Source: an optimization exercise on an open RTL-to-GDS flow (aim: small area, a short achievable clock period and few clock cycles per item). Production flows keep margins and buffers that such runs may drop. Function was not checked in any run shown here: the RTL went through the layout flow alone.

`flow/config.mk`:
```
export PLATFORM = sky130hd
export DESIGN_NAME = toplv_matmul
export DESIGN_NICKNAME = toplv_matmul
export VERILOG_FILES = /design/flow/design.v
export SDC_FILE = /design/flow/constraint.sdc
export NUM_CORES = 4
export LEC_CHECK = 0
export CAP_MARGIN = 20
export CORE_MARGIN = 2
export CORE_UTILIZATION = 40
export CTS_BUF_LIST = sky130_fd_sc_hd__clkbuf_8
export CTS_CLUSTER_DIAMETER = 60
export CTS_CLUSTER_SIZE = 18
export SLEW_MARGIN = 20
export SYNTH_HIERARCHICAL = 1
export SYNTH_MINIMUM_KEEP_SIZE = 0
```
`flow/constraint.sdc`:
```
create_clock -name core_clock -period 10.0 [get_ports {clk}]
set_input_delay 2.0000 -clock core_clock [delete_from_list [all_inputs] [get_ports {clk}]]
set_output_delay 2.0000 -clock core_clock [all_outputs]
set_load 0.01 [all_outputs]
```
`flow/design.v`:
```
module mac(input [7:0] a, input [7:0] b, input clr,
           input [17:0] acc_s, input [4:0] acc_c,
           output [17:0] ns, output [4:0] nc);
  wire p0_0, p0_1, p0_2, p0_3, p0_4, p0_5, p0_6, p0_7, p1_0, p1_1, p1_2, p1_3, p1_4, p1_5, p1_6, p1_7, p2_0, p2_1, p2_2, p2_3, p2_4, p2_5, p2_6, p2_7, p3_0, p3_1, p3_2, p3_3, p3_4, p3_5, p3_6, p3_7, p4_0, p4_1, p4_2, p4_3, p4_4, p4_5, p4_6, p4_7, p5_0, p5_1, p5_2, p5_3, p5_4, p5_5, p5_6, p5_7, p6_0, p6_1, p6_2, p6_3, p6_4, p6_5, p6_6, p6_7, p7_0, p7_1, p7_2, p7_3, p7_4, p7_5, p7_6, p7_7, q0, q1, q2, q3, q4, q5, q6, q7, q8, q9, q10, q11, q12, q13, q14, q15, q16, q17, r3, r6, r9, r12, r15, s1, c2, s3, c4, s5, c6, s7, c8, s9, c10, s11, c12, s13, c14, s15, c16, s17, c18, s19, c20, s21, c22, s23, c24, s25, c26, s27, c28, s29, c30, s31, c32, s33, c34, s35, c36, s37, c38, s39, c40, s41, c42, s43, c44, s45, c46, s47, c48, s49, c50, s51, c52, s53, c54, s55, c56, s57, c58, s59, c60, s61, c62, s63, c64, s65, c66, s67, c68, s69, c70, s71, c72, s73, c74, s75, c76, s77, c78, s79, c80, s81, c82, s83, c84, s85, c86, s87, c88, s89, c90, s91, c92, s93, c94, s95, c96, s97, c98, s99, c100, s101, c102, s103, c104, s105, c106, s107, c108, s109, c110, s111, c112, s113, c114, s115, c116, s117, c118, s119, c120, s121, c122, s123, c124, s125, c126;
  assign p0_0 = a[0] & b[0];
  assign p0_1 = a[0] & b[1];
  assign p0_2 = a[0] & b[2];
  assign p0_3 = a[0] & b[3];
  assign p0_4 = a[0] & b[4];
  assign p0_5 = a[0] & b[5];
  assign p0_6 = a[0] & b[6];
  assign p0_7 = a[0] & b[7];
  assign p1_0 = a[1] & b[0];
  assign p1_1 = a[1] & b[1];
  assign p1_2 = a[1] & b[2];
  assign p1_3 = a[1] & b[3];
  assign p1_4 = a[1] & b[4];
  assign p1_5 = a[1] & b[5];
  assign p1_6 = a[1] & b[6];
  assign p1_7 = a[1] & b[7];
  assign p2_0 = a[2] & b[0];
  assign p2_1 = a[2] & b[1];
  assign p2_2 = a[2] & b[2];
  assign p2_3 = a[2] & b[3];
  assign p2_4 = a[2] & b[4];
  assign p2_5 = a[2] & b[5];
  assign p2_6 = a[2] & b[6];
  assign p2_7 = a[2] & b[7];
  assign p3_0 = a[3] & b[0];
  assign p3_1 = a[3] & b[1];
  assign p3_2 = a[3] & b[2];
  assign p3_3 = a[3] & b[3];
  assign p3_4 = a[3] & b[4];
  assign p3_5 = a[3] & b[5];
  assign p3_6 = a[3] & b[6];
  assign p3_7 = a[3] & b[7];
  assign p4_0 = a[4] & b[0];
  assign p4_1 = a[4] & b[1];
  assign p4_2 = a[4] & b[2];
  assign p4_3 = a[4] & b[3];
  assign p4_4 = a[4] & b[4];
  assign p4_5 = a[4] & b[5];
  assign p4_6 = a[4] & b[6];
  assign p4_7 = a[4] & b[7];
  assign p5_0 = a[5] & b[0];
  assign p5_1 = a[5] & b[1];
  assign p5_2 = a[5] & b[2];
  assign p5_3 = a[5] & b[3];
  assign p5_4 = a[5] & b[4];
  assign p5_5 = a[5] & b[5];
  assign p5_6 = a[5] & b[6];
  assign p5_7 = a[5] & b[7];
  assign p6_0 = a[6] & b[0];
  assign p6_1 = a[6] & b[1];
  assign p6_2 = a[6] & b[2];
  assign p6_3 = a[6] & b[3];
  assign p6_4 = a[6] & b[4];
  assign p6_5 = a[6] & b[5];
  assign p6_6 = a[6] & b[6];
  assign p6_7 = a[6] & b[7];
  assign p7_0 = a[7] & b[0];
  assign p7_1 = a[7] & b[1];
  assign p7_2 = a[7] & b[2];
  assign p7_3 = a[7] & b[3];
  assign p7_4 = a[7] & b[4];
  assign p7_5 = a[7] & b[5];
  assign p7_6 = a[7] & b[6];
  assign p7_7 = a[7] & b[7];
  assign q0 = acc_s[0] & ~clr;
  assign q1 = acc_s[1] & ~clr;
  assign q2 = acc_s[2] & ~clr;
  assign q3 = acc_s[3] & ~clr;
  assign q4 = acc_s[4] & ~clr;
  assign q5 = acc_s[5] & ~clr;
  assign q6 = acc_s[6] & ~clr;
  assign q7 = acc_s[7] & ~clr;
  assign q8 = acc_s[8] & ~clr;
  assign q9 = acc_s[9] & ~clr;
  assign q10 = acc_s[10] & ~clr;
  assign q11 = acc_s[11] & ~clr;
  assign q12 = acc_s[12] & ~clr;
  assign q13 = acc_s[13] & ~clr;
  assign q14 = acc_s[14] & ~clr;
  assign q15 = acc_s[15] & ~clr;
  assign q16 = acc_s[16] & ~clr;
  assign q17 = acc_s[17] & ~clr;
  assign r3 = acc_c[0] & ~clr;
  assign r6 = acc_c[1] & ~clr;
  assign r9 = acc_c[2] & ~clr;
  assign r12 = acc_c[3] & ~clr;
  assign r15 = acc_c[4] & ~clr;
  ha us1(.a(p0_5), .b(p1_4), .s(s1), .co(c2));
  fa us3(.a(p0_6), .b(p1_5), .c(p2_4), .s(s3), .co(c4));
  fa us5(.a(p3_3), .b(p4_2), .c(p5_1), .s(s5), .co(c6));
  fa us7(.a(p0_7), .b(p1_6), .c(p2_5), .s(s7), .co(c8));
  fa us9(.a(p3_4), .b(p4_3), .c(p5_2), .s(s9), .co(c10));
  ha us11(.a(p6_1), .b(p7_0), .s(s11), .co(c12));
  fa us13(.a(p1_7), .b(p2_6), .c(p3_5), .s(s13), .co(c14));
  fa us15(.a(p4_4), .b(p5_3), .c(p6_2), .s(s15), .co(c16));
  ha us17(.a(p7_1), .b(q8), .s(s17), .co(c18));
  fa us19(.a(p2_7), .b(p3_6), .c(p4_5), .s(s19), .co(c20));
  fa us21(.a(p5_4), .b(p6_3), .c(p7_2), .s(s21), .co(c22));
  ha us23(.a(q9), .b(r9), .s(s23), .co(c24));
  fa us25(.a(p3_7), .b(p4_6), .c(p5_5), .s(s25), .co(c26));
  ha us27(.a(p6_4), .b(p7_3), .s(s27), .co(c28));
  ha us29(.a(p4_7), .b(p5_6), .s(s29), .co(c30));
  fa us31(.a(p0_3), .b(p1_2), .c(p2_1), .s(s31), .co(c32));
  fa us33(.a(p0_4), .b(p1_3), .c(p2_2), .s(s33), .co(c34));
  ha us35(.a(p3_1), .b(p4_0), .s(s35), .co(c36));
  fa us37(.a(s1), .b(p2_3), .c(p3_2), .s(s37), .co(c38));
  fa us39(.a(p4_1), .b(p5_0), .c(q5), .s(s39), .co(c40));
  fa us41(.a(s3), .b(s5), .c(p6_0), .s(s41), .co(c42));
  fa us43(.a(q6), .b(r6), .c(c2), .s(s43), .co(c44));
  fa us45(.a(s7), .b(s9), .c(s11), .s(s45), .co(c46));
  fa us47(.a(q7), .b(c4), .c(c6), .s(s47), .co(c48));
  fa us49(.a(s13), .b(s15), .c(s17), .s(s49), .co(c50));
  fa us51(.a(c8), .b(c10), .c(c12), .s(s51), .co(c52));
  fa us53(.a(s19), .b(s21), .c(s23), .s(s53), .co(c54));
  fa us55(.a(c14), .b(c16), .c(c18), .s(s55), .co(c56));
  fa us57(.a(s25), .b(s27), .c(q10), .s(s57), .co(c58));
  fa us59(.a(c20), .b(c22), .c(c24), .s(s59), .co(c60));
  fa us61(.a(s29), .b(p6_5), .c(p7_4), .s(s61), .co(c62));
  fa us63(.a(q11), .b(c26), .c(c28), .s(s63), .co(c64));
  fa us65(.a(p5_7), .b(p6_6), .c(p7_5), .s(s65), .co(c66));
  fa us67(.a(q12), .b(r12), .c(c30), .s(s67), .co(c68));
  ha us69(.a(p6_7), .b(p7_6), .s(s69), .co(c70));
  ha us71(.a(p0_2), .b(p1_1), .s(s71), .co(c72));
  fa us73(.a(s31), .b(p3_0), .c(q3), .s(s73), .co(c74));
  fa us75(.a(s33), .b(s35), .c(q4), .s(s75), .co(c76));
  fa us77(.a(s37), .b(s39), .c(c34), .s(s77), .co(c78));
  fa us79(.a(s41), .b(s43), .c(c38), .s(s79), .co(c80));
  fa us81(.a(s45), .b(s47), .c(c42), .s(s81), .co(c82));
  fa us83(.a(s49), .b(s51), .c(c46), .s(s83), .co(c84));
  fa us85(.a(s53), .b(s55), .c(c50), .s(s85), .co(c86));
  fa us87(.a(s57), .b(s59), .c(c54), .s(s87), .co(c88));
  fa us89(.a(s61), .b(s63), .c(c58), .s(s89), .co(c90));
  fa us91(.a(s65), .b(s67), .c(c62), .s(s91), .co(c92));
  fa us93(.a(s69), .b(q13), .c(c66), .s(s93), .co(c94));
  ha us95(.a(p7_7), .b(q14), .s(s95), .co(c96));
  ha us97(.a(p0_1), .b(p1_0), .s(s97), .co(c98));
  fa us99(.a(s71), .b(p2_0), .c(q2), .s(s99), .co(c100));
  fa us101(.a(s73), .b(r3), .c(c72), .s(s101), .co(c102));
  fa us103(.a(s75), .b(c32), .c(c74), .s(s103), .co(c104));
  fa us105(.a(s77), .b(c36), .c(c76), .s(s105), .co(c106));
  fa us107(.a(s79), .b(c40), .c(c78), .s(s107), .co(c108));
  fa us109(.a(s81), .b(c44), .c(c80), .s(s109), .co(c110));
  fa us111(.a(s83), .b(c48), .c(c82), .s(s111), .co(c112));
  fa us113(.a(s85), .b(c52), .c(c84), .s(s113), .co(c114));
  fa us115(.a(s87), .b(c56), .c(c86), .s(s115), .co(c116));
  fa us117(.a(s89), .b(c60), .c(c88), .s(s117), .co(c118));
  fa us119(.a(s91), .b(c64), .c(c90), .s(s119), .co(c120));
  fa us121(.a(s93), .b(c68), .c(c92), .s(s121), .co(c122));
  fa us123(.a(s95), .b(c70), .c(c94), .s(s123), .co(c124));
  fa us125(.a(q15), .b(r15), .c(c96), .s(s125), .co(c126));
  assign {nc[0], ns[2:0]} = {1'b0, s99, s97, p0_0} + {1'b0, c98, q1, q0};
  assign {nc[1], ns[5:3]} = {1'b0, s105, s103, s101} + {1'b0, c104, c102, c100};
  assign {nc[2], ns[8:6]} = {1'b0, s111, s109, s107} + {1'b0, c110, c108, c106};
  assign {nc[3], ns[11:9]} = {1'b0, s117, s115, s113} + {1'b0, c116, c114, c112};
  assign {nc[4], ns[14:12]} = {1'b0, s123, s121, s119} + {1'b0, c122, c120, c118};
  assign ns[17:15] = {q17, q16, s125} + {1'b0, c126, c124};
endmodule
module fa(input a, input b, input c, output s, output co);
  assign s = a ^ b ^ c;
  assign co = (a & b) | (a & c) | (b & c);
endmodule
module ha(input a, input b, output s, output co);
  assign s = a ^ b;
  assign co = a & b;
endmodule
`timescale 1ns / 1ps
module toplv_matmul(input st, rst, clk, input [7:0] data_in,
                    output done, output [7:0] dataout);
  reg [2:0] h;
  reg [1:0] j, k;
  reg       run;       
  reg       armed;     
  always @(posedge clk or posedge rst) begin
    if (rst) begin
      h <= 3'd0; j <= 2'd0; k <= 2'd0;
      run <= 1'b0;
      armed <= 1'b0;
    end else if (run) begin
      if (h == 3'd5 && j == 2'd1 && k == 2'd1) begin
        run <= 1'b0;
      end
      if (k == 2'd2) begin
        k <= 2'd0;
        if (j == 2'd2) begin
          j <= 2'd0;
          h <= h + 3'd1;
        end else begin
          j <= j + 2'd1;
        end
      end else begin
        k <= k + 2'd1;
      end
    end else if (armed) begin
      if (!st) begin
        h <= 3'd0; j <= 2'd1; k <= 2'd0;
        run <= 1'b1;
        armed <= 1'b0;
      end
    end else if (st) begin
      armed <= 1'b1;
    end
  end
  reg [7:0] ra [0:8];
  reg [7:0] rb [0:8];
  wire early = (j == 2'd0) || (j == 2'd1 && k == 2'd0);
  wire lda = !run || h == 3'd0 || (h == 3'd1 && early);      
  wire ldb = !run || h <= 3'd1 || (h == 3'd2 && early);      
  integer q;
  always @(posedge clk) begin
    ra[0] <= lda ? data_in : ra[8];
    rb[0] <= ldb ? data_in : rb[8];
    for (q = 1; q < 9; q = q + 1) begin
      ra[q] <= ra[q-1];
      rb[q] <= rb[q-1];
    end
  end
  reg [4:0] pb;      
  reg [2:0] qa;      
  always @(*) begin
    case ({j, k})
      4'd0: pb = 5'b00100;
      4'd1: pb = 5'b00010;
      4'd2: pb = 5'b00001;
      4'd4: pb = 5'b01000;
      4'd5: pb = 5'b00100;
      4'd6: pb = 5'b00010;
      4'd8: pb = 5'b10000;
      4'd9: pb = 5'b01000;
      4'd10: pb = 5'b00100;
      default: pb = 5'b00000;
    endcase
    case ({h, j})
      5'd0: qa = 3'b001;
      5'd1: qa = 3'b010;
      5'd2: qa = 3'b100;
      5'd4: qa = 3'b100;
      5'd5: qa = 3'b001;
      5'd6: qa = 3'b010;
      5'd8: qa = 3'b010;
      5'd9: qa = 3'b100;
      5'd10: qa = 3'b001;
      5'd12: qa = 3'b001;
      5'd13: qa = 3'b010;
      5'd14: qa = 3'b100;
      5'd16: qa = 3'b100;
      5'd17: qa = 3'b001;
      5'd18: qa = 3'b010;
      5'd20: qa = 3'b010;
      5'd21: qa = 3'b100;
      5'd22: qa = 3'b001;
      default: qa = 3'b000;
    endcase
  end
  reg  [7:0]  opa, opb;
  reg         first;
  reg  [17:0] acc_s;
  reg  [4:0] acc_c;    
  reg  [17:0] outr;
  reg         done_r;
  wire [17:0] ns;
  wire [4:0] nc;
  mac u_mac(.a(opa), .b(opb), .clr(first), .acc_s(acc_s), .acc_c(acc_c),
            .ns(ns), .nc(nc));
  always @(posedge clk) begin
    opa <= ({8{qa[0]}} & ra[1]) | ({8{qa[1]}} & ra[4]) | ({8{qa[2]}} & ra[7]);
    opb <= ({8{pb[0]}} & rb[0]) | ({8{pb[1]}} & rb[2]) | ({8{pb[2]}} & rb[4]) |
           ({8{pb[3]}} & rb[6]) | ({8{pb[4]}} & rb[8]);
    first <= (k == 2'd0);
    acc_s <= ns;
    acc_c <= nc;
    outr <= first ? (acc_s + ({17'd0, acc_c[0]} << 3) + ({17'd0, acc_c[1]} << 6) + ({17'd0, acc_c[2]} << 9) + ({17'd0, acc_c[3]} << 12) + ({17'd0, acc_c[4]} << 15)) : {8'd0, outr[17:8]};
    done_r <= run && h == 3'd2 && j == 2'd1 && k == 2'd0;      
  end
  assign done = done_r;
  assign dataout = outr[7:0];
endmodule
```
`flow/run.sh`:
```
#!/bin/bash
# synth_recipe.tcl (not shown) runs the flow's synth.tcl, then flattens the netlist and writes it again
# the make line also repeats each setting of config.mk as NAME=value (left out here)
make -C /OpenROAD-flow-scripts/flow DESIGN_CONFIG=/design/flow/config.mk WORK_HOME=/design/flow/orfs CLKGATE_MAP_FILE= SYNTH_SCRIPT=/design/flow/synth_recipe.tcl finish
```
==> impl_results.md, run 1 <==
* Number of sinks driven by the clock tree at about 210
* Mean instance size in the synthesized netlist at ~13 µm²
* Site row count at 53
* HPWL after DPL at roughly 11 mm
* GRT Util Overall at 0.139
* Crit Reg-Reg Startpoint: first$_DFF_P_
* Share of the clock period used by the worst path after layout at 0.380
* Worst Setup Slack, final at ~6200 ps
* Critical path arrival at 4190 ps
* CTS tree: yes
* Endpoint, Worst Hold: ra[4][4]$_DFF_P_
* Worst Reg-to-Reg Cells at 9
* Worst Clk Skew at 45.7 ps
* R2R Setup Slk at between 6000 and 7000 ps
* Cell type with the largest total area after synthesis: sky130_fd_sc_hd__dfxtp_1
* Max-slew violation count at 0
* Path type of the worst setup path: register to register
* Post-detailed-route count of antenna-violating nets at 0
* Clock insertion delay at the later pin of the skew report at between 500 and 600 ps
* Final GP Congestion at approximately 0.79
* Result of the run: no timing/DRC/antenna violations
* Worst max-slew margin expressed relative to the limit at 0.382
* Register area at between 4000 and 5000 µm²
* RSZ-0062 raised after global routing: false
* Number of primary I/O pins at 20
* WL per Instance at 15.3 µm
* Req. time, crit path at approximately 10000 ps
* Area of the placeable core at 20900 µm²
* H-tree depth at 1
* Type of element capturing the critical path: register
* Number of global-route vias before repair at 4973
* Die Area at 22400 µm²
* Maximum clock rate at around 260 MHz
* Number of remaining DRC errors at 0
* Area of combinational cells with multiple inputs at about 3900 µm²
* Width of the chip at 150 µm
* Share of async-settable or async-resettable flops after synthesis at 0.0425
* Post-place instance area at 8870 µm²
* Leading register cell type out of synthesis: sky130_fd_sc_hd__dfxtp_1
* Worst Min Path Start: ra[3][4]$_DFF_P_
* Placed cell count at between 900 and 1000
* Time the final worst path needs with I/O delays and setup at between 3000 and 4000 ps
* Wire length of the first global-routing pass at between 20 and 30 mm
* Number of enable-type register cells in the synthesized netlist at 0
* Mapped Cells at approximately 680
* First-iteration detailed-routing DRC count at around 150
* Type of element launching the critical path: register
* Ranking of synthesized cells by area: sky130_fd_sc_hd__dfxtp_1, sky130_fd_sc_hd__fa_1, sky130_fd_sc_hd__ha_1, sky130_fd_sc_hd__and2_1, sky130_fd_sc_hd__dfrtp_1
* Antenna violations before repair at 1
* # resized after CTS at 0
* Commonest cells post-synth: sky130_fd_sc_hd__dfxtp_1, sky130_fd_sc_hd__and2_1, sky130_fd_sc_hd__fa_1, sky130_fd_sc_hd__inv_1, sky130_fd_sc_hd__ha_1
* Final cell count without fillers at 977
* Vert. Die Dim at 150 µm
* Synth Net Count at 785
* Final number of hold-violating endpoints at 0
* Length of the first detailed-routing pass in iterations at 4
* Area fraction of the dominant cell type after synthesis at 0.479
* Synth unique cells at 70
* Setup Total Neg Slack at 0 ps
* Crit Reg-Reg Endpoint: acc_s[11]$_DFF_P_
* FF+latch count, synth at 212
* Actual slew at the worst max-slew pin at 927 ps
* Path class of the lowest-slack min-delay path: register to register
* Starting utilization of the core area at 0.406
* Postcts setup bufs at 0
* Post-Layout Inst Area at slightly above 9000 µm²
* Hold Buf Count CTS at 0
* Number of cells on the worst hold path at 0
* Pin count of the biggest net entering global routing at 55
* Count of input and output buffers at 19
* Area growth from synthesis to layout at 8.59%
* Setup-violating endpoint count in the final report at 0
* Final Core Density at 0.441
* Number of inserted filler cells in the final layout at about 1900
* Clk slew on worst S/H paths at about 100 ps
* Number of maximum-capacitance violations at 0
* CTS root buffer: sky130_fd_sc_hd__clkbuf_8
* Max clock buf depth at 3
* Final net count at 803
* Most instantiated library cell after synthesis: sky130_fd_sc_hd__dfxtp_1
* Vias/cell at 4.81
* Sequential cell area fraction in the yosys report at 0.506
* Total inserted antenna cells at 0
* Via count at between 4000 and 5000
* Area of the mapped netlist at between 8000 and 9000 µm²
* Leftover overflow at the end of global routing at 0
* Critical Path Fanout Max at 54
* Routed wire length at approximately 15 mm
* Yosys warning total at 9
* Dpl ws at a little over 6000 ps
* Share of layout cells above drive strength 1 at 0.0983
* Total clock buffers created by CTS at 18
[kinds of logic (layout without fill, tap and decap cells)]
kind of cell,Yosys count,after routing,synth area share
and+or+nand+nor,173,173,0.125
muxes,25,25,0.0365
DFF,212,212,0.506
AOI/OAI and AO/OA,92,92,0.0858
xor gates and xnor gates,18,18,0.0186
adders and majority gates,96,96,0.193
buffers and inverters,62,86,0.0350
[per-stage QoR]
step                      hold WS, ps
after detailed placement          312
after CTS                         333
after floorplan                   310
after global routing              326
final                             332
after global placement            311
[per-module statistics from Yosys (local to each module, per instance)]
module	cell area [µm²]	flops+latches	times used
toplv_matmul	6260	212	1
ha	12.5	0	11
mac	1040	0	1
fa	20.0	0	52
[worst max path at each step]
stage               depth (start not counted)      startpoint                 to
floorplan                                   9  opa[2]$_DFF_P_  acc_s[11]$_DFF_P_
detailed placement                          9   first$_DFF_P_  acc_s[11]$_DFF_P_
CTS                                         9   first$_DFF_P_  acc_s[11]$_DFF_P_
global route                                9   first$_DFF_P_  acc_s[11]$_DFF_P_
global placement                            9   first$_DFF_P_  acc_s[10]$_DFF_P_
finish                                      9   first$_DFF_P_  acc_s[11]$_DFF_P_
[critical path: stages, from the launching register on]
cell and delay (ps):
sky130_fd_sc_hd__dfxtp_2 950, sky130_fd_sc_hd__nor2b_1 130, sky130_fd_sc_hd__ha_1 330, sky130_fd_sc_hd__fa_1 460
sky130_fd_sc_hd__fa_1 530, sky130_fd_sc_hd__fa_1 560, sky130_fd_sc_hd__ha_1 160, sky130_fd_sc_hd__inv_1 60
sky130_fd_sc_hd__fa_1 370, sky130_fd_sc_hd__xnor2_1 140
[state kept, by name, summed over array words and instances (netlist names), 2 cells and up]
name   flops
acc_s     18
ra        72
acc_c      5
rb        72
h          3
j          2
outr      18
opa        8
opb        8
k          2
[per-layer routing]
layer | wire length, µm | global-route usage | vias to the layer above
li1 | - | - | 2309
met1 | 7150 | 0.189 | 2300
met2 | 7070 | 0.238 | 67
met3 | 428 | 0.0207 | 22
met4 | 281 | 0.0276 | 0
met5 | 0 | 0 | -
[cell usage in the layout (no fill, tap or decap), types with 3 or more instances in the layout]
cell / Yosys / final
sky130_fd_sc_hd__clkdlybuf4s50_1: 0 / 19
sky130_fd_sc_hd__a22oi_1: 8 / 8
sky130_fd_sc_hd__dfrtp_1: 9 / 9
sky130_fd_sc_hd__nand2_1: 23 / 23
sky130_fd_sc_hd__a21oi_1: 11 / 11
sky130_fd_sc_hd__nor2b_1: 26 / 26
sky130_fd_sc_hd__mux2_4: 8 / 8
sky130_fd_sc_hd__a221o_1: 8 / 8
sky130_fd_sc_hd__nand3b_1: 5 / 5
sky130_fd_sc_hd__nor2_1: 14 / 14
sky130_fd_sc_hd__dfxtp_1: 203 / 202
sky130_fd_sc_hd__mux2_2: 15 / 15
sky130_fd_sc_hd__o221ai_1: 8 / 8
sky130_fd_sc_hd__or3_1: 4 / 4
sky130_fd_sc_hd__xor2_1: 7 / 7
sky130_fd_sc_hd__nand3_1: 13 / 13
sky130_fd_sc_hd__inv_8: 0 / 3
sky130_fd_sc_hd__o21ai_0: 21 / 21
sky130_fd_sc_hd__xnor2_1: 11 / 11
sky130_fd_sc_hd__ha_1: 38 / 38
sky130_fd_sc_hd__nand4b_1: 3 / 3
sky130_fd_sc_hd__inv_1: 39 / 40
sky130_fd_sc_hd__and2_1: 66 / 66
sky130_fd_sc_hd__a41oi_1: 3 / 3
sky130_fd_sc_hd__clkbuf_8: 0 / 18
sky130_fd_sc_hd__fa_1: 58 / 58
[cell type report]
| cell class | count | share of cell area |
|---|---|---|
| Sequential cell | 212 | 0.466 |
| Multi-Input combinational cell | 404 | 0.423 |
| Tap cell | 275 | 0.0374 |
| Clock buffer | 18 | 0.0269 |
| Timing Repair Buffer | 19 | 0.0207 |
| Inverter | 41 | 0.0167 |
| Clock inverter | 8 | 0.00951 |
==> run 2, diff against run 1 <==
--- a/flow/design.v
+++ b/flow/design.v
@@ -258,3 +258,4 @@
   reg  [7:0]  opa, opb;
-  reg         first;
+  reg         first;       
+  reg         first_o;     
   reg  [17:0] acc_s;
@@ -272,5 +273,6 @@
     first <= (k == 2'd0);
+    first_o <= (k == 2'd0) && run;    
     acc_s <= ns;
     acc_c <= nc;
-    outr <= first ? (acc_s + ({17'd0, acc_c[0]} << 3) + ({17'd0, acc_c[1]} << 6) + ({17'd0, acc_c[2]} << 9) + ({17'd0, acc_c[3]} << 12) + ({17'd0, acc_c[4]} << 15)) : {8'd0, outr[17:8]};
+    outr <= first_o ? (acc_s + ({17'd0, acc_c[0]} << 3) + ({17'd0, acc_c[1]} << 6) + ({17'd0, acc_c[2]} << 9) + ({17'd0, acc_c[3]} << 12) + ({17'd0, acc_c[4]} << 15)) : {8'd0, outr[17:8]};
     done_r <= run && h == 3'd2 && j == 2'd1 && k == 2'd0;      
==> run 2 against run 1 <==
Against the previous run:
- still clean on timing, DRC and antenna
- hold slack better by 1.5 ps
- cell area is 0.71% lower
- core utilization is 0.17 points lower
==> impl_results.md, run 2 <==
* Path type of the worst setup path: register to register (unchanged)
* Setup-violating endpoint count in the final report at 0 (unchanged)
* Type of element capturing the critical path: register (unchanged)
* Postcts setup bufs at 0 (unchanged)
* Worst Min Path Start: ra[0][2]$_DFF_P_ (was ra[3][4]$_DFF_P_)
* Cell type with the largest total area after synthesis: sky130_fd_sc_hd__dfxtp_1 (unchanged)
* Area of the mapped netlist at 8430 µm² (was 8480 µm²)
* Antenna violations before repair at 0 (was 1)
* CTS root buffer: sky130_fd_sc_hd__clkbuf_8 (unchanged)
* Hold Buf Count CTS at 0 (unchanged)
* R2R Setup Slk at 6330 ps (was 6200 ps)
* Crit Reg-Reg Startpoint: first$_DFF_P_ (unchanged)
* WL per Instance at 15.7 µm (was 15.3 µm)
* Final Core Density at 0.439 (was 0.441)
* Starting utilization of the core area at 0.405 (was 0.406)
* Worst max-slew margin expressed relative to the limit at 0.330 (was 0.382)
* Setup Total Neg Slack at 0 ps (unchanged)
* GRT Util Overall at 0.145 (was 0.139)
* Yosys warning total at 9 (unchanged)
* Worst Reg-to-Reg Cells at 9 (unchanged)
* Count of input and output buffers at 19 (unchanged)
* Most common library cell in the layout ignoring fill and taps: sky130_fd_sc_hd__dfxtp_1 (unchanged)
* Crit Reg-Reg Endpoint: acc_s[11]$_DFF_P_ (unchanged)
* Mean instance size in the synthesized netlist at 12.4 µm² (was 12.5 µm²)
* Endpoint, Worst Hold: ra[1][2]$_DFF_P_ (was ra[4][4]$_DFF_P_)
* Number of global-route vias before repair at 5023 (was 4973)
* Most instantiated library cell after synthesis: sky130_fd_sc_hd__dfxtp_1 (unchanged)
* Total clock buffers created by CTS at 17 (was 18)
* Via count at 4711 (was 4698)
* Routed wire length at 15.3 mm (was 14.9 mm)
* Time the final worst path needs with I/O delays and setup at 3670 ps (was 3800 ps)
* Share of async-settable or async-resettable flops after synthesis at 0.0423 (was 0.0425)
* Leading register cell type out of synthesis: sky130_fd_sc_hd__dfxtp_1 (unchanged)
* Number of primary I/O pins at 20 (unchanged)
* Total inserted antenna cells at 0 (unchanged)
* Post-detailed-route count of antenna-violating nets at 0 (unchanged)
* Maximum clock rate at 273 MHz (was 263 MHz)
* Width of the chip at 149 µm (was 150 µm)
* Ranking of synthesized cells by area: sky130_fd_sc_hd__dfxtp_1, sky130_fd_sc_hd__fa_1, sky130_fd_sc_hd__ha_1, sky130_fd_sc_hd__and2_1, sky130_fd_sc_hd__mux2_2 (was sky130_fd_sc_hd__dfxtp_1, sky130_fd_sc_hd__fa_1, sky130_fd_sc_hd__ha_1, sky130_fd_sc_hd__and2_1, sky130_fd_sc_hd__dfrtp_1)
* Number of cells on the worst hold path at 0 (unchanged)
* Number of remaining DRC errors at 0 (unchanged)
* Result of the run: no timing/DRC/antenna violations (unchanged)
* Wire length of the first global-routing pass at 26.0 mm (was 25.1 mm)
* Pin count of the biggest net entering global routing at 32 (was 55)
* Area growth from synthesis to layout at 8.43% (was 8.59%)
* Area fraction of the dominant cell type after synthesis at 0.484 (was 0.479)
* Type of element launching the critical path: register (unchanged)
* FF+latch count, synth at 213 (was 212)
* Sequential cell area fraction in the yosys report at 0.511 (was 0.506)
* Max-slew violation count at 0 (unchanged)
* Share of the clock period used by the worst path after layout at 0.367 (was 0.380)
* Mapped Cells at 678 (unchanged)
* Critical Path Fanout Max at 23 (was 54)
* Leading cell types in the layout, fill and taps excluded: sky130_fd_sc_hd__dfxtp_1, sky130_fd_sc_hd__and2_1, sky130_fd_sc_hd__fa_1 (unchanged)
* Final hold slack at 334 ps (was 332 ps)
* # resized after CTS at 0 (unchanged)
* Number of maximum-capacitance violations at 0 (unchanged)
* Site row count at 53 (unchanged)
* Critical path arrival at 4080 ps (was 4190 ps)
* First-iteration detailed-routing DRC count at 173 (was 152)
* Length of the first detailed-routing pass in iterations at 4 (unchanged)
* Vert. Die Dim at 149 µm (was 150 µm)
* Number of sinks driven by the clock tree at 213 (was 212)
* Req. time, crit path at 10420 ps (was 10400 ps)
* Worst Clk Skew at 30.6 ps (was 45.7 ps)
* Die Area at 22300 µm² (was 22400 µm²)
* Share of layout cells above drive strength 1 at 0.0858 (was 0.0983)
* Max clock buf depth at 3 (unchanged)
* Final GP Congestion at 0.775 (was 0.789)
* Actual slew at the worst max-slew pin at 1000 ps (was 927 ps)
* Synth unique cells at 61 (was 70)
* RSZ-0062 raised after global routing: false (unchanged)
* Final net count at 802 (was 803)
* HPWL after DPL at 11.2 mm (was 10.9 mm)
* Final number of hold-violating endpoints at 0 (unchanged)
* Number of inserted filler cells in the final layout at 1976 (was 1928)
* Largest registers in the final layout: ra (72), rb (72) (unchanged)
* Vias/cell at 4.84 (was 4.81)
* H-tree depth at 1 (unchanged)
* Synth Net Count at 785 (unchanged)
* Area of the placeable core at 20800 µm² (was 20900 µm²)
* Number of enable-type register cells in the synthesized netlist at 0 (unchanged)
* Leftover overflow at the end of global routing at 0 (unchanged)
* Clock insertion delay at the later pin of the skew report at 510 ps (was 530 ps)
* Commonest cells post-synth: sky130_fd_sc_hd__dfxtp_1, sky130_fd_sc_hd__and2_1, sky130_fd_sc_hd__fa_1, sky130_fd_sc_hd__inv_1, sky130_fd_sc_hd__ha_1 (unchanged)
* Path class of the lowest-slack min-delay path: register to register (unchanged)
* CTS tree: yes (unchanged)
* Clk slew on worst S/H paths at 110 ps (was 100 ps)
run 2: cell count changes after synthesis, sizes merged, moves of 2 or more:
cell / before / now
nand3b: 5 / 7
nor2b: 26 / 24
nor4b: 4 / 2
or4b: 2 / 4
nand2b: 2 / 5
nand2: 23 / 20
a21o: 0 / 2
a21oi: 15 / 17
run 2: cells by family (layout without fill, tap and decap cells):
group	Yosys count	count (layout)	synth area share
adders and majority gates	96	96	0.194
buffers and inverters	62	83	0.0349
AOI/OAI and AO/OA	94	94	0.0831
muxes	25	25	0.0331
and+or+nand+nor	170	170	0.125
xor gates and xnor gates	18	18	0.0187
DFF	213	213	0.511
run 2: critical path: stages (launching register included):
cell	delay (ps)
sky130_fd_sc_hd__dfxtp_1	850
sky130_fd_sc_hd__nor2b_1	120
sky130_fd_sc_hd__ha_1	340
sky130_fd_sc_hd__fa_1	460
sky130_fd_sc_hd__fa_1	520
sky130_fd_sc_hd__fa_1	550
sky130_fd_sc_hd__ha_1	160
sky130_fd_sc_hd__inv_1	50
sky130_fd_sc_hd__fa_1	380
sky130_fd_sc_hd__xnor2_1	140
run 2: worst max path at each step:
stage                               from                 to  slack [ps]  cells past startpoint
final                      first$_DFF_P_  acc_s[11]$_DFF_P_        6330                      9
after global routing       first$_DFF_P_  acc_s[11]$_DFF_P_        6160                      9
after floorplan           opa[2]$_DFF_P_  acc_s[11]$_DFF_P_        6650                      9
after CTS                  first$_DFF_P_  acc_s[11]$_DFF_P_        6310                      9
after global placement     first$_DFF_P_  acc_s[10]$_DFF_P_        6430                      9
after detailed placement   first$_DFF_P_  acc_s[11]$_DFF_P_        6300                      9
run 2: layout make-up:
cell class	instances	area, µm²	share of cell area
flip-flops and latches	213	4310	0.471
multi-input cells	403	3830	0.419
well taps	275	344	0.0376
clock buffers	17	234	0.0256
repair buffers	19	190	0.0208
inverters	41	154	0.0168
clock inverters	6	82.6	0.00903
run 2: per-stage QoR:
| step | worst slack [ps] | cells | cell area [µm²] |
|---|---|---|---|
| floorplan | 6650 | 678 | 8430 |
| global placement | 6430 | 951 | 8820 |
| detailed placement | 6300 | 951 | 8820 |
| CTS | 6310 | 974 | 9140 |
| global route | 6160 | 974 | 9140 |
| finish | 6330 | 974 | 9140 |
run 2: layer usage:
metal | vias to the layer above | share of wire | global-route usage
li1 | 2308 | - | -
met1 | 2315 | 0.49 | 0.199
met2 | 63 | 0.46 | 0.240
met3 | 25 | 0.031 | 0.0248
met4 | 0 | 0.018 | 0.0300
met5 | - | 0 | 0
run 2: Yosys stat by module (local to each module, per instance):
| module | cells | flip-flops and latches | times used |
|---|---|---|---|
| toplv_matmul | 472 | 213 | 1 |
| ha | 1 | 0 | 11 |
| mac | 143 | 0 | 1 |
| fa | 1 | 0 | 52 |

-- what the ideal ports hide --
In the flow no input, the clock included, has a driving cell. The finished layouts below were timed again as built, in two steps.
Step 1 sets driving cells, clkbuf_16 on the clock port and buf_2 on the other inputs (assumed; they add their load-dependent delay and slew).
Step 2 times the ports against the registers' clock, not the clock port: input delays grow and output delays shrink by t, the midpoint of the rising clock arrivals with the driver on.
a / b / c = ideal ports / drivers / drivers and shift; a / b = the first two.
| run | shift t [ns] | setup slack, ns | hold slack, ns | worst setup path after step 2 | worst slew at a driven data input, ns |
|---|---|---|---|---|---|
| run 1 | 0.541 | 6.203 / 6.203 / 6.203 | 0.332 / 0.332 / 0.332 | register to register | 0.04 |
| run 2 | 0.538 | 6.331 / 6.331 / 6.331 | 0.334 / 0.334 / 0.334 | register to register | 0.03 |
After both steps setup and hold are still met in every run listed.
